This is an optimization exercise on Yosys and OpenROAD, whose aim is small area and a short achievable clock period, not a production implementation. Only simulation tests tie the RTL to the original design; equivalence was not proved.

## flow/design.v (module list and top-level ports; edited modules follow where they fit)
// module LDL_crc32_d8: 40 lines
// module LDL_crc32_dn: 27 lines
// module LDL_crc32_dn_check: 1038 lines
// module crc_x2: 3 lines
module LDL_crc32_dn_check #(parameter NUM = 16)(
  input  [8*NUM -1:0]        data,  
  input  [$clog2(NUM) -1:0]  bnum,  
  input         valid,
  input         eof  ,
  output reg    err  ,
  input         rst_n,
  input         clk
);
  // ...
==> flow/run.sh <==
#!/bin/bash
# synth_recipe.tcl (not shown) runs the flow's synth.tcl, then flattens the netlist and writes it again
# the make line also repeats each setting of config.mk as NAME=value (left out here)
make -C /OpenROAD-flow-scripts/flow DESIGN_CONFIG=/design/flow/config.mk WORK_HOME=/design/flow/orfs CLKGATE_MAP_FILE= SYNTH_SCRIPT=/design/flow/synth_recipe.tcl finish
==> flow/config.mk <==
export PLATFORM = sky130hd
export DESIGN_NAME = LDL_crc32_dn_check
export DESIGN_NICKNAME = LDL_crc32_dn_check
export VERILOG_FILES = /design/flow/design.v
export SDC_FILE = /design/flow/constraint.sdc
export NUM_CORES = 4
export LEC_CHECK = 0
export CAP_MARGIN = 60
export CORE_MARGIN = 2
export CORE_UTILIZATION = 70
export SLEW_MARGIN = 60
export SYNTH_HIERARCHICAL = 1
export SYNTH_MINIMUM_KEEP_SIZE = 0
==> flow/constraint.sdc <==
create_clock -name core_clock -period 24.0 [get_ports {clk}]
set_input_delay 4.8000 -clock core_clock [delete_from_list [all_inputs] [get_ports {clk}]]
set_output_delay 4.8000 -clock core_clock [all_outputs]
set_load 0.01 [all_outputs]
==> run_summary.xml, run 1 <==
<?xml version="1.0" encoding="UTF-8"?>
<metrics>
  <group name="yosys">
    <metric name="synth_seq_cells" unit="">33</metric>
    <metric name="synth_top_family_by_area" unit="">XOR/XNOR gates</metric>
    <metric name="ys_types" unit="">53</metric>
    <metric name="netlist_top_cells_area" unit="">xor2_1 (74%), dfxtp_1 (6.3%), nand2_1 (5.1%), o22ai_1 (1.9%), o21ai_2 (1.0%)</metric>
    <metric name="synth_top_cells_by_count" unit="">xor2_1 (881), nand2_1 (141), dfxtp_1 (33)</metric>
    <metric name="synth_enable_flop_cells" unit="">0</metric>
    <metric name="yosysMostFrequentCell" unit="">xor2_1</metric>
    <metric name="yosys_warnings" unit="">7</metric>
    <metric name="xor_xnor_cell_area_share_of_the_yosys_netlist" unit="%">74.0</metric>
    <metric name="yosysSeqAreaShare" unit="%">6.33</metric>
    <metric name="postSynthAreaPerCell" unit="um2">8.08</metric>
    <metric name="synth_fa_ha_area_share" unit="%">0.959</metric>
    <metric name="synth_area_in_compound_gates" unit="%">7.86</metric>
    <metric name="yosysTopAreaCellShare" unit="%">73.9</metric>
    <metric name="synth.mux.area_fraction" unit="%">0.515</metric>
    <metric name="post_synthesis_cell_type_with_the_largest_combined_area" unit="">xor2_1</metric>
  </group>
  <group name="clocking">
    <metric name="number_of_buffers_inserted_by_hold_repair_at_cts" unit="">0</metric>
    <metric name="htree_levels" unit="">2</metric>
    <metric name="tritoncts.num_buffers" unit="">5</metric>
    <metric name="cts_max_path_buffers" unit="">2</metric>
    <metric name="post_cts_buffers" unit="">0</metric>
    <metric name="cts_root_buffer" unit="">clkbuf_16</metric>
    <metric name="cts_repair_resize_count" unit="">0</metric>
  </group>
  <group name="grt">
    <metric name="grt.met2_usage" unit="%">89.0</metric>
    <metric name="globalRouteOverflowTotal" unit="">4</metric>
    <metric name="grt_start_max_net_pins" unit="">46</metric>
    <metric name="grt_use_met1" unit="%">73.6</metric>
    <metric name="met3_demand_to_capacity_share_in_global_routing" unit="%">56.7</metric>
    <metric name="grt_util_all_layers" unit="%">71.7</metric>
    <metric name="grt_busiest_layer" unit="">met2</metric>
  </group>
  <group name="placed_design">
    <metric name="numPortBuffers" unit="">136</metric>
    <metric name="place_congestion" unit="">1.33</metric>
    <metric name="dp.final_hpwl" unit="mm">39.5</metric>
    <metric name="dp.cells" unit="">1591</metric>
  </group>
  <group name="floorplan">
    <metric name="io_pins" unit="">137</metric>
    <metric name="placementRows" unit="">44</metric>
    <metric name="floorplan.initialDensity" unit="%">71.8</metric>
    <metric name="die_h" unit="um">126</metric>
    <metric name="dieWidth" unit="um">126</metric>
  </group>
  <group name="outcome">
    <metric name="run.stop_error" unit="">[ERROR GRT-0232] Routing congestion too high. Check the congestion heatmap in the GUI.</metric>
    <metric name="run_status" unit="">stopped before the end</metric>
    <metric name="outcome.stop_stage" unit="">5_1_grt</metric>
  </group>
</metrics>
==> run 2: changes to the inputs <==
--- a/flow/config.mk
+++ b/flow/config.mk
@@ -6,8 +6,9 @@
 export NUM_CORES = 4
 export LEC_CHECK = 0
-export CAP_MARGIN = 60
+export ABC_CLOCK_PERIOD_IN_PS = 1500
+export CAP_MARGIN = 20
 export CORE_MARGIN = 2
-export CORE_UTILIZATION = 70
-export SLEW_MARGIN = 60
+export CORE_UTILIZATION = 50
+export SLEW_MARGIN = 20
 export SYNTH_HIERARCHICAL = 1
 export SYNTH_MINIMUM_KEEP_SIZE = 0
==> run_summary.xml, run 2 <==
<?xml version="1.0" encoding="UTF-8"?>
<metrics>
  <group name="outcome">
    <metric name="run_status" unit="">finished clean</metric>
  </group>
  <group name="cells_and_area">
    <metric name="synthToLayoutAreaGrowth" unit="%">17.5</metric>
    <metric name="multiInputGateArea" unit="um2">9600</metric>
    <metric name="antenna-diode-count" unit="">0</metric>
    <metric name="final_layout_size_suffix_gt1_share" unit="%">3.39</metric>
    <metric name="most_common_cell_after_layout_fill_and_taps_aside" unit="">xor2_1</metric>
    <metric name="layout.core_utilization" unit="%">60.2</metric>
    <metric name="largest_register_ffs" unit="">32</metric>
    <metric name="fin_area" unit="um2">12300</metric>
    <metric name="layout.cells.most_common_list" unit="">xor2_1 (879), nand2_1 (141), clkdlybuf4s50_1 (135), dfxtp_1 (33), o22ai_1 (31)</metric>
    <metric name="final_net_count" unit="">1559</metric>
    <metric name="finish.cell_count_without_fillers" unit="">1685</metric>
    <metric name="fillerInstances" unit="">1907</metric>
    <metric name="largest-register" unit="">s</metric>
    <metric name="biggestRegsByFlops" unit="">s: 32 flops, err: 1 flops</metric>
    <metric name="layout.area.seq" unit="um2">661</metric>
  </group>
  <group name="yosys">
    <metric name="post_synthesis_cell_type_with_the_largest_combined_area" unit="">xor2_1</metric>
    <metric name="synthCells" unit="">1291</metric>
    <metric name="synth_enable_flop_cells" unit="">0</metric>
    <metric name="yosys_most_used_dff" unit="">dfxtp_1</metric>
    <metric name="yosysSeqAreaShare" unit="%">6.33</metric>
    <metric name="mappedNetlistArea" unit="um2">10400</metric>
    <metric name="ys_types" unit="">53</metric>
    <metric name="yosysMostFrequentCell" unit="">xor2_1</metric>
    <metric name="yosys_warnings" unit="">7</metric>
    <metric name="ys_async_sr_fraction" unit="%">0</metric>
    <metric name="netlist_top_cells_area" unit="">xor2_1 (74%), dfxtp_1 (6.3%), nand2_1 (5.1%), o22ai_1 (1.9%), o21ai_2 (1.0%)</metric>
    <metric name="synth_top_cells_by_count" unit="">xor2_1 (881), nand2_1 (141), dfxtp_1 (33)</metric>
    <metric name="post_synth_net_total" unit="">1435</metric>
    <metric name="synth_seq_cells" unit="">33</metric>
    <metric name="yosysTopAreaCellShare" unit="%">73.9</metric>
    <metric name="postSynthAreaPerCell" unit="um2">8.08</metric>
  </group>
  <group name="floorplan">
    <metric name="dieArea" unit="um2">22000</metric>
    <metric name="die_h" unit="um">148</metric>
    <metric name="core_region_area" unit="um2">20400</metric>
    <metric name="floorplan.initialDensity" unit="%">51.3</metric>
    <metric name="io_pins" unit="">137</metric>
    <metric name="dieWidth" unit="um">148</metric>
    <metric name="placementRows" unit="">52</metric>
  </group>
  <group name="placed_design">
    <metric name="dpl_worst_slack" unit="ns">12.29</metric>
    <metric name="place_congestion" unit="">1.20</metric>
    <metric name="dp.cells" unit="">1678</metric>
    <metric name="numPortBuffers" unit="">136</metric>
    <metric name="dp.final_hpwl" unit="mm">46.2</metric>
    <metric name="place_area" unit="um2">12100</metric>
  </group>
  <group name="grt">
    <metric name="antenna_found_initial" unit="">0</metric>
    <metric name="grt_use_met1" unit="%">56.8</metric>
    <metric name="grt.met2_usage" unit="%">72.1</metric>
    <metric name="grt_busiest_layer" unit="">met2</metric>
    <metric name="met3_demand_to_capacity_share_in_global_routing" unit="%">12.2</metric>
    <metric name="grt_start_max_net_pins" unit="">46</metric>
    <metric name="grt_first_pass_wirelength" unit="mm">73.1</metric>
    <metric name="grt_util_all_layers" unit="%">47.9</metric>
    <metric name="grt_pass1_vias" unit="">10200</metric>
    <metric name="globalRouteOverflowTotal" unit="">0</metric>
  </group>
  <group name="worst_setup_path">
    <metric name="required_worst_endpoint" unit="ns">24.17</metric>
    <metric name="timing.critical_path.cells" unit="">clkdlybuf4s50_1 &gt; inv_1 &gt; ha_1 &gt; or3b_1 &gt; o211ai_1 &gt; nand2_1 &gt; xor2_1 &gt; xor2_1 &gt; xor2_1 &gt; xor2_1 &gt; xor2_1 &gt; xor2_1 &gt; xor2_1 &gt; xor2_1 &gt; nor4_1 &gt; nand4_1 &gt; o2111a_1</metric>
    <metric name="timing.critical_path.slowest_stage_cell" unit="">xor2_1</metric>
    <metric name="timing.critical_path.mode_cell" unit="">xor2_1</metric>
    <metric name="crit_path_max_incr_delay" unit="ns">0.74</metric>
    <metric name="crit_arrival" unit="ns">11.80</metric>
    <metric name="crit_path_end_kind" unit="">flop</metric>
    <metric name="cp-start-kind" unit="">input port</metric>
    <metric name="cp_max_fo" unit="">16</metric>
    <metric name="setup.worst_path.class" unit="">in2reg</metric>
  </group>
  <group name="drt">
    <metric name="detailedRoute.firstIterationViolations" unit="">1343</metric>
    <metric name="detail_route.first_pass.iterations" unit="">6</metric>
    <metric name="via_per_inst" unit="">5.98</metric>
    <metric name="remaining_drc_errors" unit="">0</metric>
    <metric name="via_count" unit="">10100</metric>
    <metric name="ant_nets" unit="">0</metric>
    <metric name="routed_wire_length_per_instance" unit="um">31.7</metric>
    <metric name="totalWireLength" unit="mm">53.5</metric>
  </group>
  <group name="clocking">
    <metric name="post_cts_buffers" unit="">0</metric>
    <metric name="cts_root_buffer" unit="">clkbuf_16</metric>
    <metric name="cts.reportedPaths.clkPinSlew" unit="ns">0.05</metric>
    <metric name="cts_max_path_buffers" unit="">2</metric>
    <metric name="number_of_buffers_inserted_by_hold_repair_at_cts" unit="">0</metric>
    <metric name="cts_repair_resize_count" unit="">0</metric>
    <metric name="cts.sink_count" unit="">33</metric>
    <metric name="clk-insertion-delay-late" unit="ns">0.28</metric>
    <metric name="tritoncts.num_buffers" unit="">5</metric>
    <metric name="tritoncts" unit="">done</metric>
    <metric name="htree_levels" unit="">2</metric>
  </group>
  <group name="timing">
    <metric name="tightest_slew" unit="ns">1.25</metric>
    <metric name="final.min_clock_period" unit="ns">11.63</metric>
    <metric name="final_critical_path_setup_slack" unit="ns">12.37</metric>
    <metric name="final_hold_slack" unit="ns">0.506</metric>
    <metric name="setup_tns" unit="ns">0</metric>
    <metric name="grt_setup_unrepaired" unit="">no</metric>
    <metric name="timing.slew.headroom" unit="%">16.1</metric>
    <metric name="min_period_over_period" unit="%">48.5</metric>
    <metric name="hold_violations" unit="">0</metric>
    <metric name="clock.fmax" unit="MHz">86.0</metric>
    <metric name="setup_violators_final" unit="">0</metric>
    <metric name="final_max_slew_viol_count" unit="">0</metric>
    <metric name="skew" unit="ns">0.00264</metric>
  </group>
  <group name="job">
    <metric name="max_cap_violations" unit="">0</metric>
  </group>
  <group name="worst_hold_path">
    <metric name="min-delay-path-class" unit="">reg2reg</metric>
  </group>
</metrics>
==> run 2: cell counts after synthesis <==
Identical to the previous run, type by type.
==> run 2: kinds of logic after synthesis <==
| logic type | count (synthesis) | share of synthesized area [%] |
|---|---|---|
| xor gates and xnor gates | 882 | 74.0 |
| adders and majority gates | 8 | 0.959 |
| DFF | 33 | 6.33 |
| buffers and inverters | 45 | 1.95 |
| and+or+nand+nor | 199 | 8.37 |
| muxes | 4 | 0.515 |
| AOI/OAI and AO/OA | 120 | 7.86 |
==> run 2: per-layer routing <==
layer  up-vias  wire length [um]
met4         0              5610
met5         -                 0
met2       837             22100
li1       4366                 -
met3       264              6040
met1      4611             19700
==> run 2: final cells by class <==
type	instances	share of cell area, %
flip-flops and latches	33	5.39
inverters	7	0.214
clock buffers	6	1.13
multi-input cells	1213	78.2
clock inverters	1	0.0612
well taps	270	2.75
repair buffers	155	12.2
==> run 2: path summary, 6_finish.rpt <==
path	start	endpoint	slack, ns	cells past startpoint
worst max-delay path	bnum[0]	err	12.37	17
worst min-delay path	s[25]	s[25]	0.51	2
worst max register to register	s[6]	err	18.58	12
worst min register to register	s[25]	s[25]	0.51	2
==> run 2: worst max-delay path, delay by kind of cell <==
kind	cells	cell delay (ns)
xor+xnor	8	3.37
buf+inv	2	1.11
simple gates	4	1.34
compound gates	2	0.69
fa+ha+maj	1	0.45
==> run 2: modules after synthesis, one instance, submodules excluded <==
module	flip-flops and latches	area, um2
LDL_crc32_dn_check	33	3000
crc_x2	0	8.76
==> run 3: changes to the inputs <==
--- a/flow/config.mk
+++ b/flow/config.mk
@@ -6,9 +6,8 @@
 export NUM_CORES = 4
 export LEC_CHECK = 0
-export ABC_CLOCK_PERIOD_IN_PS = 1500
-export CAP_MARGIN = 20
+export CAP_MARGIN = 70
 export CORE_MARGIN = 2
 export CORE_UTILIZATION = 50
-export SLEW_MARGIN = 20
+export SLEW_MARGIN = 70
 export SYNTH_HIERARCHICAL = 1
 export SYNTH_MINIMUM_KEEP_SIZE = 0
==> run_summary.xml, run 3 <==
<?xml version="1.0" encoding="UTF-8"?>
<metrics>
  <group name="floorplan">
    <metric name="die_h" unit="um">148</metric>
    <metric name="io_pins" unit="">137</metric>
    <metric name="core_region_area" unit="um2">20400</metric>
    <metric name="placementRows" unit="">52</metric>
    <metric name="dieWidth" unit="um">148</metric>
    <metric name="dieArea" unit="um2">22000</metric>
    <metric name="floorplan.initialDensity" unit="%">51.3</metric>
  </group>
  <group name="timing">
    <metric name="setup_tns" unit="ns">0</metric>
    <metric name="timing.slew.headroom" unit="%">64.7</metric>
    <metric name="clock.fmax" unit="MHz">95.2</metric>
    <metric name="grt_setup_unrepaired" unit="">no</metric>
    <metric name="final_max_slew_viol_count" unit="">0</metric>
    <metric name="tightest_slew" unit="ns">0.527</metric>
    <metric name="skew" unit="ns">0.00660</metric>
    <metric name="final.min_clock_period" unit="ns">10.51</metric>
    <metric name="min_period_over_period" unit="%">43.8</metric>
    <metric name="setup_violators_final" unit="">0</metric>
    <metric name="final_critical_path_setup_slack" unit="ns">13.49</metric>
    <metric name="hold_violations" unit="">0</metric>
  </group>
  <group name="drt">
    <metric name="routed_wire_length_per_instance" unit="um">32.1</metric>
    <metric name="met3_length" unit="mm">6.31</metric>
    <metric name="met2_length" unit="mm">22.7</metric>
    <metric name="totalWireLength" unit="mm">54.6</metric>
    <metric name="detailedRoute.firstIterationViolations" unit="">1395</metric>
    <metric name="detail_route.wirelength.met1" unit="mm">19.3</metric>
    <metric name="detail_route.first_pass.iterations" unit="">6</metric>
    <metric name="via_count" unit="">10300</metric>
    <metric name="ant_nets" unit="">0</metric>
    <metric name="via_per_inst" unit="">6.06</metric>
    <metric name="remaining_drc_errors" unit="">0</metric>
    <metric name="highest_layer" unit="">met4</metric>
  </group>
  <group name="clocking">
    <metric name="cts_repair_resize_count" unit="">0</metric>
    <metric name="post_cts_buffers" unit="">0</metric>
    <metric name="number_of_buffers_inserted_by_hold_repair_at_cts" unit="">0</metric>
    <metric name="cts.sink_count" unit="">33</metric>
    <metric name="tritoncts" unit="">done</metric>
    <metric name="htree_levels" unit="">2</metric>
    <metric name="tritoncts.num_buffers" unit="">5</metric>
    <metric name="cts.reportedPaths.clkPinSlew" unit="ns">0.06</metric>
    <metric name="cts_root_buffer" unit="">clkbuf_16</metric>
    <metric name="clk-insertion-delay-late" unit="ns">0.28</metric>
    <metric name="cts_max_path_buffers" unit="">2</metric>
  </group>
  <group name="worst_setup_path">
    <metric name="cp_max_fo" unit="">16</metric>
    <metric name="critical_path.top_delay_family" unit="">XOR/XNOR gates</metric>
    <metric name="reg2reg_depth" unit="">12</metric>
    <metric name="crit_arrival" unit="ns">10.68</metric>
    <metric name="cp-start-kind" unit="">input port</metric>
    <metric name="critical_path_buf_inv_count" unit="">3</metric>
    <metric name="timing.critical_path.mode_cell" unit="">xor2_1</metric>
    <metric name="required_worst_endpoint" unit="ns">24.17</metric>
    <metric name="path_depth" unit="">18</metric>
    <metric name="timing.critical_path.cells" unit="">buf_2 &gt; inv_1 &gt; ha_1 &gt; or3b_1 &gt; o211ai_1 &gt; buf_1 &gt; nand2_1 &gt; xor2_4 &gt; xor2_4 &gt; xor2_2 &gt; xor2_1 &gt; xor2_1 &gt; xor2_1 &gt; xor2_1 &gt; xor2_1 &gt; nor4_1 &gt; nand4_1 &gt; o2111a_1</metric>
    <metric name="timing.critical_path.slowest_stage_cell" unit="">or3b_1</metric>
    <metric name="crit_path_max_incr_delay" unit="ns">0.59</metric>
    <metric name="crit_path_end_kind" unit="">flop</metric>
    <metric name="setup.worst_path.class" unit="">in2reg</metric>
  </group>
  <group name="grt">
    <metric name="grt_pass1_vias" unit="">10500</metric>
    <metric name="grt_first_pass_wirelength" unit="mm">74.4</metric>
    <metric name="grt_start_max_net_pins" unit="">46</metric>
    <metric name="globalRouteOverflowTotal" unit="">0</metric>
    <metric name="antenna_found_initial" unit="">0</metric>
    <metric name="grt_util_all_layers" unit="%">49.1</metric>
  </group>
  <group name="yosys">
    <metric name="synth_seq_cells" unit="">33</metric>
    <metric name="yosys_most_used_dff" unit="">dfxtp_1</metric>
    <metric name="synth_top_cells_by_count" unit="">xor2_1 (881), nand2_1 (141), dfxtp_1 (33)</metric>
    <metric name="yosysSeqAreaShare" unit="%">6.33</metric>
    <metric name="ys_async_sr_fraction" unit="%">0</metric>
    <metric name="post_synthesis_cell_type_with_the_largest_combined_area" unit="">xor2_1</metric>
    <metric name="netlist_top_cells_area" unit="">xor2_1 (74%), dfxtp_1 (6.3%), nand2_1 (5.1%), o22ai_1 (1.9%), o21ai_2 (1.0%)</metric>
    <metric name="mappedNetlistArea" unit="um2">10400</metric>
    <metric name="synthCells" unit="">1291</metric>
    <metric name="yosysMostFrequentCell" unit="">xor2_1</metric>
    <metric name="yosys_warnings" unit="">7</metric>
    <metric name="synth_enable_flop_cells" unit="">0</metric>
    <metric name="postSynthAreaPerCell" unit="um2">8.08</metric>
    <metric name="post_synth_net_total" unit="">1435</metric>
    <metric name="yosysTopAreaCellShare" unit="%">73.9</metric>
    <metric name="ys_types" unit="">53</metric>
  </group>
  <group name="placed_design">
    <metric name="dpl_worst_slack" unit="ns">13.10</metric>
    <metric name="place_congestion" unit="">1.20</metric>
    <metric name="numPortBuffers" unit="">136</metric>
    <metric name="place_area" unit="um2">14100</metric>
    <metric name="dp.final_hpwl" unit="mm">47.7</metric>
  </group>
  <group name="cells_and_area">
    <metric name="layout.core_utilization" unit="%">71.5</metric>
    <metric name="fin_area" unit="um2">14600</metric>
    <metric name="largest-register" unit="">s</metric>
    <metric name="largest_register_ffs" unit="">32</metric>
    <metric name="biggestRegsByFlops" unit="">s: 32 flops, err: 1 flops</metric>
    <metric name="layout.cells.most_common_list" unit="">xor2_1 (716), clkdlybuf4s50_1 (133), nand2_1 (125), xor2_2 (97), xor2_4 (68)</metric>
    <metric name="fillerInstances" unit="">1592</metric>
    <metric name="synthToLayoutAreaGrowth" unit="%">39.5</metric>
    <metric name="most_common_cell_after_layout_fill_and_taps_aside" unit="">xor2_1</metric>
    <metric name="antenna-diode-count" unit="">0</metric>
    <metric name="final_layout_size_suffix_gt1_share" unit="%">18.3</metric>
    <metric name="final_net_count" unit="">1574</metric>
  </group>
  <group name="worst_hold_path">
    <metric name="whs_path_depth" unit="">2</metric>
    <metric name="min-delay-path-class" unit="">reg2reg</metric>
  </group>
  <group name="outcome">
    <metric name="run_status" unit="">finished clean</metric>
  </group>
  <group name="job">
    <metric name="max_cap_violations" unit="">0</metric>
  </group>
</metrics>
## run 3: metrics by stage
stage,hold WS (ns),cells
floorplan,0.472,1291
global placement,0.481,1678
detailed placement,0.502,1688
CTS,0.516,1695
global route,0.544,1700
finish,0.516,1700
## run 3: modules after synthesis, one instance, submodules excluded
module              times used  flip-flops and latches  area, um2
LDL_crc32_dn_check           1                      33       3000
crc_x2                     849                       0       8.76
## run 3: worst reg2reg max path: cells and delay by family, from the launching register on
family	cells	cell delay, ns
AO/OA/AOI/OAI	1	0.28
XOR/XNOR	9	2.86
flip-flops	1	0.44
AND/OR/NAND/NOR	2	0.53
## run 3: path summary, 6_finish.rpt
kind | from | end | slack, ns
worst max register to register | s[6] | err | 19.78
worst min register to register | s[18] | s[18] | 0.52
worst max-delay path | bnum[0] | err | 13.49
worst min-delay path | s[18] | s[18] | 0.52
## run 3: area by class of cell
class	instances	area, um2	area share [%]
multi-input combinational	1213	11800	81.0
clock buffer	5	125	0.859
sequential	33	661	4.54
inverter	7	28.8	0.198
tap	270	338	2.32
timing repair buffer	170	1590	10.9
clock inverter	2	35.0	0.241
## run 3: layer usage
metal	vias up	GRT usage [%]
met4	0	43.3
met2	956	73.7
met5	-	0
met3	314	10.8
met1	4781	59.0
li1	4257	-
## run 3: kinds of logic (layout without fill, tap and decap cells)
| family | Yosys count | after routing | share of synthesized area (%) |
|---|---|---|---|
| adder cells (fa/ha/maj) | 8 | 8 | 0.959 |
| flip-flops | 33 | 33 | 6.33 |
| AND/OR/NAND/NOR | 199 | 199 | 8.37 |
| multiplexers | 4 | 4 | 0.515 |
| AO/OA/AOI/OAI | 120 | 120 | 7.86 |
| XOR/XNOR | 882 | 882 | 74.0 |
| buffers and inverters | 45 | 184 | 1.95 |
==> run 4: changes to the inputs <==
==> flow/flow/run.sh (new file) <==
#!/bin/bash
set -euo pipefail
bash standard.sh SETUP_SLACK_MARGIN=17 finish > make_finish.log 2>&1
==> flow/standard.sh (new file) <==
#!/bin/bash
# synth_recipe.tcl (not shown) runs the flow's synth.tcl, then flattens the netlist and writes it again
# the make line also repeats each setting of config.mk as NAME=value (left out here)
make -C /OpenROAD-flow-scripts/flow DESIGN_CONFIG=/design/flow/config.mk WORK_HOME=/design/flow/orfs CLKGATE_MAP_FILE= SYNTH_SCRIPT=/design/flow/synth_recipe.tcl "${@:-finish}"
--- a/flow/config.mk
+++ b/flow/config.mk
@@ -6,8 +6,9 @@
 export NUM_CORES = 4
 export LEC_CHECK = 0
-export CAP_MARGIN = 70
+export ABC_CLOCK_PERIOD_IN_PS = 1500
+export CAP_MARGIN = 20
 export CORE_MARGIN = 2
 export CORE_UTILIZATION = 50
-export SLEW_MARGIN = 70
+export SLEW_MARGIN = 20
 export SYNTH_HIERARCHICAL = 1
 export SYNTH_MINIMUM_KEEP_SIZE = 0
removed: flow/run.sh
==> run_summary.xml, run 4 <==
<?xml version="1.0" encoding="UTF-8"?>
<metrics>
  <group name="floorplan">
    <metric name="floorplan.initialDensity" unit="%">51.3</metric>
    <metric name="placementRows" unit="">52</metric>
    <metric name="die_h" unit="um">148</metric>
    <metric name="dieWidth" unit="um">148</metric>
    <metric name="io_pins" unit="">137</metric>
  </group>
  <group name="grt">
    <metric name="globalRouteOverflowTotal" unit="">42</metric>
    <metric name="grt_util_all_layers" unit="%">74.2</metric>
    <metric name="grt_start_max_net_pins" unit="">36</metric>
    <metric name="grt_pass1_vias" unit="">15400</metric>
    <metric name="grt_first_pass_wirelength" unit="mm">116</metric>
  </group>
  <group name="yosys">
    <metric name="yosysMostFrequentCell" unit="">xor2_1</metric>
    <metric name="yosysTopAreaCellShare" unit="%">73.9</metric>
    <metric name="postSynthAreaPerCell" unit="um2">8.08</metric>
    <metric name="synth_enable_flop_cells" unit="">0</metric>
    <metric name="mappedNetlistArea" unit="um2">10400</metric>
    <metric name="ys_types" unit="">53</metric>
    <metric name="yosys_most_used_dff" unit="">dfxtp_1</metric>
    <metric name="ys_async_sr_fraction" unit="%">0</metric>
    <metric name="yosysSeqAreaShare" unit="%">6.33</metric>
    <metric name="synth_top_cells_by_count" unit="">xor2_1 (881), nand2_1 (141), dfxtp_1 (33)</metric>
    <metric name="post_synthesis_share_of_cell_area_spent_on_and_or_nand_and_nor_gates" unit="%">8.37</metric>
    <metric name="post_synth_net_total" unit="">1435</metric>
    <metric name="xor_xnor_cell_area_share_of_the_yosys_netlist" unit="%">74.0</metric>
    <metric name="synth.mux.area_fraction" unit="%">0.515</metric>
    <metric name="netlist_top_cells_area" unit="">xor2_1 (74%), dfxtp_1 (6.3%), nand2_1 (5.1%), o22ai_1 (1.9%), o21ai_2 (1.0%)</metric>
    <metric name="synthCells" unit="">1291</metric>
    <metric name="synth_seq_cells" unit="">33</metric>
    <metric name="post_synthesis_cell_type_with_the_largest_combined_area" unit="">xor2_1</metric>
    <metric name="yosys_warnings" unit="">7</metric>
    <metric name="synth_area_in_compound_gates" unit="%">7.86</metric>
    <metric name="synth_top_family_by_area" unit="">XOR/XNOR gates</metric>
    <metric name="synth_fa_ha_area_share" unit="%">0.959</metric>
  </group>
  <group name="clocking">
    <metric name="cts.sink_count" unit="">33</metric>
    <metric name="tritoncts.num_buffers" unit="">5</metric>
    <metric name="cts_root_buffer" unit="">clkbuf_16</metric>
    <metric name="htree_levels" unit="">2</metric>
    <metric name="number_of_buffers_inserted_by_hold_repair_at_cts" unit="">0</metric>
    <metric name="cts_max_path_buffers" unit="">2</metric>
  </group>
  <group name="placed_design">
    <metric name="place_congestion" unit="">1.17</metric>
    <metric name="place_area" unit="um2">12700</metric>
    <metric name="numPortBuffers" unit="">136</metric>
    <metric name="dp.final_hpwl" unit="mm">45.1</metric>
    <metric name="dpl_worst_slack" unit="ns">12.73</metric>
  </group>
  <group name="outcome">
    <metric name="run_status" unit="">stopped before the end</metric>
    <metric name="run.stop_error" unit="">[ERROR GRT-0116] Global routing finished with congestion. Check the congestion regions in the DRC Viewer.</metric>
    <metric name="outcome.stop_stage" unit="">5_1_grt</metric>
  </group>
</metrics>
-- run 4: repair_timing --
action / CTS
hold endpoints to repair: 0
resized for setup: 546
setup endpoints to repair: 33
pin swaps: 238
buffers inserted: 234
cloned: 10
-- run 4: modules after synthesis (local to each module, per instance) --
module | copies in the design | area, um2 | cells inside | flip-flops and latches
LDL_crc32_dn_check | 1 | 3000 | 442 | 33
crc_x2 | 849 | 8.76 | 1 | 0
-- run 4: cell families after synthesis --
kind of cell | after synthesis
buf+inv | 45
simple gates | 199
mux | 4
xor+xnor | 882
fa+ha+maj | 8
flops | 33
compound gates | 120
-- run 4: layer usage --
metal,track usage [%],overflow
met5,17.7,0
met4,75.9,25
met3,58.0,0
met2,91.2,17
met1,74.2,0
-- run 4: stage by stage --
step	instances	hold WS [ns]
3_3_place_gp	1675	0.480
3_5_place_dp	1675	0.491
4_1_cts	1927	0.501
2_1_floorplan	1291	0.463
-- run 4: worst max path at each step --
stage / from / end / cells past startpoint
floorplan: bnum[0] / err / 17
CTS: bnum[0] / err / 19
detailed placement: bnum[0] / err / 15
global placement: bnum[0] / err / 15
==> run 5: changes to the inputs <==
==> flow/flow/run.sh (replaced) <==
#!/bin/bash
set -euo pipefail
bash standard.sh SETUP_SLACK_MARGIN=14 finish > make_finish.log 2>&1
==> run_summary.xml, run 5 <==
<?xml version="1.0" encoding="UTF-8"?>
<metrics>
  <group name="outcome">
    <metric name="run_status" unit="">finished clean</metric>
  </group>
  <group name="timing">
    <metric name="skew" unit="ns">0.00257</metric>
    <metric name="min_period_over_period" unit="%">41.9</metric>
    <metric name="clock.fmax" unit="MHz">99.5</metric>
    <metric name="setup_violators_final" unit="">0</metric>
    <metric name="final_critical_path_setup_slack" unit="ns">13.95</metric>
    <metric name="setup_tns" unit="ns">0</metric>
    <metric name="final_hold_slack" unit="ns">0.504</metric>
    <metric name="final_max_slew_viol_count" unit="">0</metric>
    <metric name="final.min_clock_period" unit="ns">10.05</metric>
    <metric name="tightest_slew" unit="ns">1.07</metric>
    <metric name="grt_setup_unrepaired" unit="">no</metric>
    <metric name="timing.slew.headroom" unit="%">28.5</metric>
    <metric name="hold_violations" unit="">0</metric>
  </group>
  <group name="yosys">
    <metric name="mappedNetlistArea" unit="um2">10400</metric>
    <metric name="yosysTopAreaCellShare" unit="%">73.9</metric>
    <metric name="netlist_top_cells_area" unit="">xor2_1 (74%), dfxtp_1 (6.3%), nand2_1 (5.1%), o22ai_1 (1.9%), o21ai_2 (1.0%)</metric>
    <metric name="synth_enable_flop_cells" unit="">0</metric>
    <metric name="postSynthAreaPerCell" unit="um2">8.08</metric>
    <metric name="ys_types" unit="">53</metric>
    <metric name="synth_seq_cells" unit="">33</metric>
    <metric name="post_synthesis_cell_type_with_the_largest_combined_area" unit="">xor2_1</metric>
    <metric name="yosysMostFrequentCell" unit="">xor2_1</metric>
    <metric name="ys_async_sr_fraction" unit="%">0</metric>
    <metric name="post_synth_net_total" unit="">1435</metric>
    <metric name="yosys_most_used_dff" unit="">dfxtp_1</metric>
    <metric name="synthCells" unit="">1291</metric>
    <metric name="synth_top_cells_by_count" unit="">xor2_1 (881), nand2_1 (141), dfxtp_1 (33)</metric>
    <metric name="yosysSeqAreaShare" unit="%">6.33</metric>
    <metric name="yosys_warnings" unit="">7</metric>
  </group>
  <group name="grt">
    <metric name="globalRouteOverflowTotal" unit="">0</metric>
    <metric name="grt_first_pass_wirelength" unit="mm">76.4</metric>
    <metric name="grt_start_max_net_pins" unit="">47</metric>
    <metric name="grt_pass1_vias" unit="">10400</metric>
    <metric name="grt_util_all_layers" unit="%">50.5</metric>
    <metric name="antenna_found_initial" unit="">0</metric>
  </group>
  <group name="drt">
    <metric name="routed_wire_length_per_instance" unit="um">32.9</metric>
    <metric name="detailedRoute.firstIterationViolations" unit="">1437</metric>
    <metric name="via_per_inst" unit="">6.11</metric>
    <metric name="detail_route.first_pass.iterations" unit="">6</metric>
    <metric name="totalWireLength" unit="mm">55.9</metric>
    <metric name="remaining_drc_errors" unit="">0</metric>
    <metric name="via_count" unit="">10400</metric>
    <metric name="ant_nets" unit="">0</metric>
  </group>
  <group name="clocking">
    <metric name="cts_root_buffer" unit="">clkbuf_16</metric>
    <metric name="tritoncts.num_buffers" unit="">5</metric>
    <metric name="cts_max_path_buffers" unit="">2</metric>
    <metric name="cts.reportedPaths.clkPinSlew" unit="ns">0.05</metric>
    <metric name="tritoncts" unit="">done</metric>
    <metric name="clk-insertion-delay-late" unit="ns">0.28</metric>
    <metric name="cts.sink_count" unit="">33</metric>
    <metric name="number_of_buffers_inserted_by_hold_repair_at_cts" unit="">0</metric>
    <metric name="htree_levels" unit="">2</metric>
  </group>
  <group name="worst_setup_path">
    <metric name="path_depth" unit="">16</metric>
    <metric name="setup.worst_path.class" unit="">in2reg</metric>
    <metric name="required_worst_endpoint" unit="ns">24.17</metric>
    <metric name="cp_max_fo" unit="">12</metric>
    <metric name="timing.critical_path.cells" unit="">clkdlybuf4s15_1 &gt; inv_1 &gt; ha_4 &gt; nand2b_1 &gt; xnor2_2 &gt; o21ai_0 &gt; xor2_2 &gt; xor2_1 &gt; xor2_1 &gt; xor2_1 &gt; xor2_1 &gt; xor2_1 &gt; xor2_1 &gt; nor4_1 &gt; nand4_1 &gt; o2111a_1</metric>
    <metric name="cp-start-kind" unit="">input port</metric>
    <metric name="timing.critical_path.mode_cell" unit="">xor2_1</metric>
    <metric name="crit_arrival" unit="ns">10.23</metric>
    <metric name="crit_path_end_kind" unit="">flop</metric>
    <metric name="timing.critical_path.slowest_stage_cell" unit="">o21ai_0</metric>
    <metric name="reg2reg_depth" unit="">13</metric>
    <metric name="crit_path_max_incr_delay" unit="ns">0.89</metric>
    <metric name="critical_path.top_delay_family" unit="">XOR/XNOR gates</metric>
    <metric name="critical_path_buf_inv_count" unit="">2</metric>
  </group>
  <group name="floorplan">
    <metric name="die_h" unit="um">148</metric>
    <metric name="core_region_area" unit="um2">20400</metric>
    <metric name="dieWidth" unit="um">148</metric>
    <metric name="floorplan.initialDensity" unit="%">51.3</metric>
    <metric name="placementRows" unit="">52</metric>
    <metric name="dieArea" unit="um2">22000</metric>
    <metric name="io_pins" unit="">137</metric>
  </group>
  <group name="cells_and_area">
    <metric name="final_net_count" unit="">1575</metric>
    <metric name="largest-register" unit="">s</metric>
    <metric name="largest_register_ffs" unit="">32</metric>
    <metric name="final_layout_size_suffix_gt1_share" unit="%">13.8</metric>
    <metric name="synthToLayoutAreaGrowth" unit="%">30.7</metric>
    <metric name="layout.cells.most_common_list" unit="">xor2_1 (767), clkdlybuf4s50_1 (133), nand2_1 (131), xor2_2 (88), dfxtp_1 (33)</metric>
    <metric name="biggestRegsByFlops" unit="">s: 32 flops, err: 1 flops</metric>
    <metric name="most_common_cell_after_layout_fill_and_taps_aside" unit="">xor2_1</metric>
    <metric name="antenna-diode-count" unit="">0</metric>
  </group>
  <group name="placed_design">
    <metric name="numPortBuffers" unit="">136</metric>
    <metric name="place_congestion" unit="">1.20</metric>
    <metric name="dp.final_hpwl" unit="mm">46.2</metric>
    <metric name="dpl_worst_slack" unit="ns">12.29</metric>
  </group>
  <group name="worst_hold_path">
    <metric name="whs_path_depth" unit="">2</metric>
    <metric name="min-delay-path-class" unit="">reg2reg</metric>
  </group>
  <group name="job">
    <metric name="max_cap_violations" unit="">0</metric>
  </group>
</metrics>
## run 5: kinds of logic after synthesis
logic type      Yosys count  synth area share [%]
mux                       4                 0.515
xor+xnor                882                  74.0
fa+ha+maj                 8                 0.959
flops                    33                  6.33
buf+inv                  45                  1.95
simple gates            199                  8.37
compound gates          120                  7.86
## run 5: per-module statistics from Yosys, one instance, submodules excluded
module              cells  times used  flops+latches  cell area, um2
LDL_crc32_dn_check    442           1             33            3000
crc_x2                  1         849              0            8.76
## run 5: final cells by class
cell class | count | area, um2
Tap cell | 270 | 338
Timing Repair Buffer | 170 | 1620
Clock buffer | 6 | 139
Sequential cell | 33 | 661
Clock inverter | 1 | 7.51
Fill cell | 1722 | 6720
Inverter | 7 | 32.5
Multi-Input combinational cell | 1214 | 10800
## run 5: path summary, 6_finish.rpt
| kind | to | start | slack (ns) |
|---|---|---|---|
| setup / recovery | err | bnum[1] | 13.95 |
| hold reg to reg | s[25] | s[25] | 0.50 |
| hold / removal | s[25] | s[25] | 0.50 |
| setup reg to reg | err | s[6] | 19.63 |
## run 5: what timing repair did
action	in CTS	in global routing
gates cloned	1	0
setup endpoints to repair	33	4
resized for setup	143	33
pin swaps	12	1
buffers inserted	11	4
## run 5: worst min-delay path, cell delays in order (launching register included)
cell and delay [ns]:
dfxtp_1 0.34, o22ai_1 0.08, nand2_1 0.06
## run 5: metrics by stage
stage / util (%) / cells / area [um2]
2_1_floorplan: - / 1291 / 10400
3_3_place_gp: 59.5 / 1678 / 12100
3_5_place_dp: 59.5 / 1678 / 12100
4_1_cts: 65.8 / 1697 / 13400
5_1_grt: 67.0 / 1701 / 13600
6_report: 67.0 / 1701 / 13600
## run 5: routing by layer
metal  up-vias  routed length [um]  global-route usage [%]
met3       297                7530                    16.8
met5         -                   0                       0
li1       4304                   -                       -
met4         0                5970                    39.6
met2       974               23000                    75.5
met1      4824               19400                    59.5
==> run 6: changes to the inputs <==
==> flow/run.sh (new file) <==
#!/bin/bash
# synth_recipe.tcl (not shown) runs the flow's synth.tcl, then flattens the netlist and writes it again
# the make line also repeats each setting of config.mk as NAME=value (left out here)
make -C /OpenROAD-flow-scripts/flow DESIGN_CONFIG=/design/flow/config.mk WORK_HOME=/design/flow/orfs CLKGATE_MAP_FILE= SYNTH_SCRIPT=/design/flow/synth_recipe.tcl finish
--- a/flow/config.mk
+++ b/flow/config.mk
@@ -6,8 +6,7 @@
 export NUM_CORES = 4
 export LEC_CHECK = 0
-export ABC_CLOCK_PERIOD_IN_PS = 1500
 export CAP_MARGIN = 20
 export CORE_MARGIN = 2
-export CORE_UTILIZATION = 50
+export CORE_UTILIZATION = 40
 export SLEW_MARGIN = 20
 export SYNTH_HIERARCHICAL = 1
removed: flow/flow/run.sh
removed: flow/standard.sh
==> run_summary.xml, run 6 <==
<?xml version="1.0" encoding="UTF-8"?>
<metrics>
  <group name="outcome">
    <metric name="run_status" unit="">finished clean</metric>
  </group>
  <group name="cells_and_area">
    <metric name="layout.core_utilization" unit="%">48.1</metric>
    <metric name="layout.cells.most_common_list" unit="">xor2_1 (879), nand2_1 (141), clkdlybuf4s50_1 (135), dfxtp_1 (33), o22ai_1 (31)</metric>
    <metric name="largest_register_ffs" unit="">32</metric>
    <metric name="antenna-diode-count" unit="">0</metric>
    <metric name="final_layout_size_suffix_gt1_share" unit="%">3.94</metric>
    <metric name="biggestRegsByFlops" unit="">s: 32 flops, err: 1 flops</metric>
    <metric name="synthToLayoutAreaGrowth" unit="%">19.0</metric>
    <metric name="most_common_cell_after_layout_fill_and_taps_aside" unit="">xor2_1</metric>
    <metric name="largest-register" unit="">s</metric>
    <metric name="final_net_count" unit="">1566</metric>
  </group>
  <group name="worst_setup_path">
    <metric name="cp-start-kind" unit="">input port</metric>
    <metric name="setup.worst_path.class" unit="">in2reg</metric>
    <metric name="cp_max_fo" unit="">24</metric>
    <metric name="crit_path_end_kind" unit="">flop</metric>
    <metric name="crit_arrival" unit="ns">12.06</metric>
    <metric name="worst-r2r-setup-slack" unit="ns">18.91</metric>
    <metric name="required_worst_endpoint" unit="ns">24.19</metric>
  </group>
  <group name="yosys">
    <metric name="yosysSeqAreaShare" unit="%">6.33</metric>
    <metric name="post_synthesis_cell_type_with_the_largest_combined_area" unit="">xor2_1</metric>
    <metric name="synth_top_cells_by_count" unit="">xor2_1 (881), nand2_1 (141), dfxtp_1 (33)</metric>
    <metric name="postSynthAreaPerCell" unit="um2">8.08</metric>
    <metric name="synthCells" unit="">1291</metric>
    <metric name="netlist_top_cells_area" unit="">xor2_1 (74%), dfxtp_1 (6.3%), nand2_1 (5.1%), o22ai_1 (1.9%), o21ai_2 (1.0%)</metric>
    <metric name="synth_seq_cells" unit="">33</metric>
    <metric name="yosys_warnings" unit="">7</metric>
    <metric name="post_synth_net_total" unit="">1435</metric>
    <metric name="synth_enable_flop_cells" unit="">0</metric>
    <metric name="yosys_most_used_dff" unit="">dfxtp_1</metric>
    <metric name="yosysTopAreaCellShare" unit="%">73.9</metric>
    <metric name="ys_types" unit="">53</metric>
    <metric name="ys_async_sr_fraction" unit="%">0</metric>
    <metric name="mappedNetlistArea" unit="um2">10400</metric>
    <metric name="yosysMostFrequentCell" unit="">xor2_1</metric>
  </group>
  <group name="timing">
    <metric name="clock.fmax" unit="MHz">84.2</metric>
    <metric name="skew" unit="ns">0.00744</metric>
    <metric name="setup_violators_final" unit="">0</metric>
    <metric name="setup_tns" unit="ns">0</metric>
    <metric name="hold_violations" unit="">0</metric>
    <metric name="timing.slew.headroom" unit="%">21.5</metric>
    <metric name="final_max_slew_viol_count" unit="">0</metric>
    <metric name="grt_setup_unrepaired" unit="">no</metric>
    <metric name="tightest_slew" unit="ns">1.17</metric>
    <metric name="min_period_over_period" unit="%">49.5</metric>
    <metric name="final.min_clock_period" unit="ns">11.87</metric>
  </group>
  <group name="grt">
    <metric name="grt_first_pass_wirelength" unit="mm">77.7</metric>
    <metric name="grt_pass1_vias" unit="">9927</metric>
    <metric name="grt_util_all_layers" unit="%">42.3</metric>
    <metric name="globalRouteOverflowTotal" unit="">0</metric>
    <metric name="antenna_found_initial" unit="">1</metric>
    <metric name="grt_start_max_net_pins" unit="">46</metric>
  </group>
  <group name="floorplan">
    <metric name="die_h" unit="um">166</metric>
    <metric name="io_pins" unit="">137</metric>
    <metric name="placementRows" unit="">59</metric>
    <metric name="core_region_area" unit="um2">25800</metric>
    <metric name="dieWidth" unit="um">166</metric>
    <metric name="dieArea" unit="um2">27400</metric>
    <metric name="floorplan.initialDensity" unit="%">40.4</metric>
  </group>
  <group name="drt">
    <metric name="via_count" unit="">9989</metric>
    <metric name="routed_wire_length_per_instance" unit="um">33.1</metric>
    <metric name="detailedRoute.firstIterationViolations" unit="">1250</metric>
    <metric name="ant_nets" unit="">0</metric>
    <metric name="totalWireLength" unit="mm">58.2</metric>
    <metric name="detail_route.first_pass.iterations" unit="">6</metric>
    <metric name="remaining_drc_errors" unit="">0</metric>
    <metric name="via_per_inst" unit="">5.68</metric>
  </group>
  <group name="clocking">
    <metric name="clk-insertion-delay-late" unit="ns">0.30</metric>
    <metric name="cts_root_buffer" unit="">clkbuf_16</metric>
    <metric name="htree_levels" unit="">2</metric>
    <metric name="tritoncts.num_buffers" unit="">5</metric>
    <metric name="number_of_buffers_inserted_by_hold_repair_at_cts" unit="">0</metric>
    <metric name="cts.sink_count" unit="">33</metric>
    <metric name="cts_repair_resize_count" unit="">0</metric>
    <metric name="cts.reportedPaths.clkPinSlew" unit="ns">0.06</metric>
    <metric name="post_cts_buffers" unit="">0</metric>
    <metric name="tritoncts" unit="">done</metric>
    <metric name="cts_max_path_buffers" unit="">2</metric>
  </group>
  <group name="placed_design">
    <metric name="place_congestion" unit="">1.15</metric>
    <metric name="numPortBuffers" unit="">136</metric>
    <metric name="dp.final_hpwl" unit="mm">50.9</metric>
  </group>
  <group name="job">
    <metric name="max_cap_violations" unit="">0</metric>
  </group>
  <group name="worst_hold_path">
    <metric name="min-delay-path-class" unit="">reg2reg</metric>
  </group>
</metrics>
-- run 6: cell counts after synthesis --
Identical to the previous run, type by type.
-- run 6: logic make-up (layout without fill, tap and decap cells) --
| group | Yosys count | in the layout | synth area share (%) |
|---|---|---|---|
| flops | 33 | 33 | 6.33 |
| fa+ha+maj | 8 | 8 | 0.959 |
| mux | 4 | 4 | 0.515 |
| simple gates | 199 | 199 | 8.37 |
| buf+inv | 45 | 177 | 1.95 |
| compound gates | 120 | 120 | 7.86 |
| xor+xnor | 882 | 882 | 74.0 |
-- run 6: metal layers --
layer / global-route usage (%) / vias up / share of wire (%) / routed length (um)
met1: 51.5 / 4738 / 39 / 22800
met2: 65.4 / 660 / 43 / 24900
met4: 33.8 / 2 / 9.5 / 5520
met5: 0 / - / 0.026 / 15
met3: 7.54 / 218 / 8.5 / 4940
li1: - / 4371 / - / -
-- run 6: final cells by class --
type | count | area (um2)
clock buffers | 5 | 125
clock inverters | 3 | 46.3
fillers | 2697 | 13400
inverters | 7 | 26.3
multi-input cells | 1213 | 9590
flip-flops and latches | 33 | 661
well taps | 335 | 419
repair buffers | 162 | 1550
-- run 6: path summary, 6_finish.rpt --
kind / start / endpoint / cells past startpoint
max: bnum[0] / err / 16
min: s[28] / s[28] / 2
max reg2reg: s[8] / err / 11
min reg2reg: s[28] / s[28] / 2
-- run 6: metrics by stage --
stage	instance area [um2]	setup slack [ns]	hold slack, ns	std cells
3_3_place_gp	12200	11.99	0.482	1750
4_1_cts	12400	12.30	0.509	1758
5_1_grt	12400	12.06	0.527	1758
3_5_place_dp	12300	11.99	0.495	1750
2_1_floorplan	10400	14.91	0.472	1291
6_report	12400	12.13	0.512	1758
-- run 6: worst max-delay path, cell delays in order --
cell             delay (ns)
clkdlybuf4s50_1        0.82
inv_1                  0.30
ha_1                   0.42
or4b_4                 0.81
o21ai_2                0.23
xor2_1                 0.70
xor2_1                 0.75
xor2_1                 0.64
xor2_1                 0.46
xor2_1                 0.59
xor2_1                 0.30
xor2_1                 0.11
xor2_1                 0.19
nor4_1                 0.45
nand4_1                0.17
o2111a_1               0.27
-- run 6: per-module statistics from Yosys, one instance, submodules excluded --
| module | cells inside | flip-flops and latches |
|---|---|---|
| LDL_crc32_dn_check | 442 | 33 |
| crc_x2 | 1 | 0 |

==> port drivers added, routing unchanged <==
The results above use ideal ports. As a check the final layouts listed here were re-extracted and re-timed, cells and wires unchanged.
Step 1, drivers: a clkbuf_16 drives clk and a buf_2 each remaining input, both assumed.
Step 2 also shifts input and output timing later by t, the mid clock arrival at the registers, as if the neighbouring blocks saw the same clock.
a / b / c = ideal / step 1 / step 2; a / b = the first two.
| run | t, ns | setup slack, ns | pins driven straight from the clock port |
|---|---|---|---|
| run 2 | 0.316 | 12.368 / 12.377 / 12.061 | 1 |
| run 3 | 0.311 | 13.491 / 13.507 / 13.196 | 1 |
| run 5 | 0.317 | 13.945 / 13.957 / 13.640 | 1 |
| run 6 | 0.323 | 12.127 / 12.135 / 11.812 | 1 |
After both steps every run listed still meets setup and hold. For run 6, which loses most, drivers alone change the setup slack by +0.008 ns; drivers and shift together by -0.315 ns.
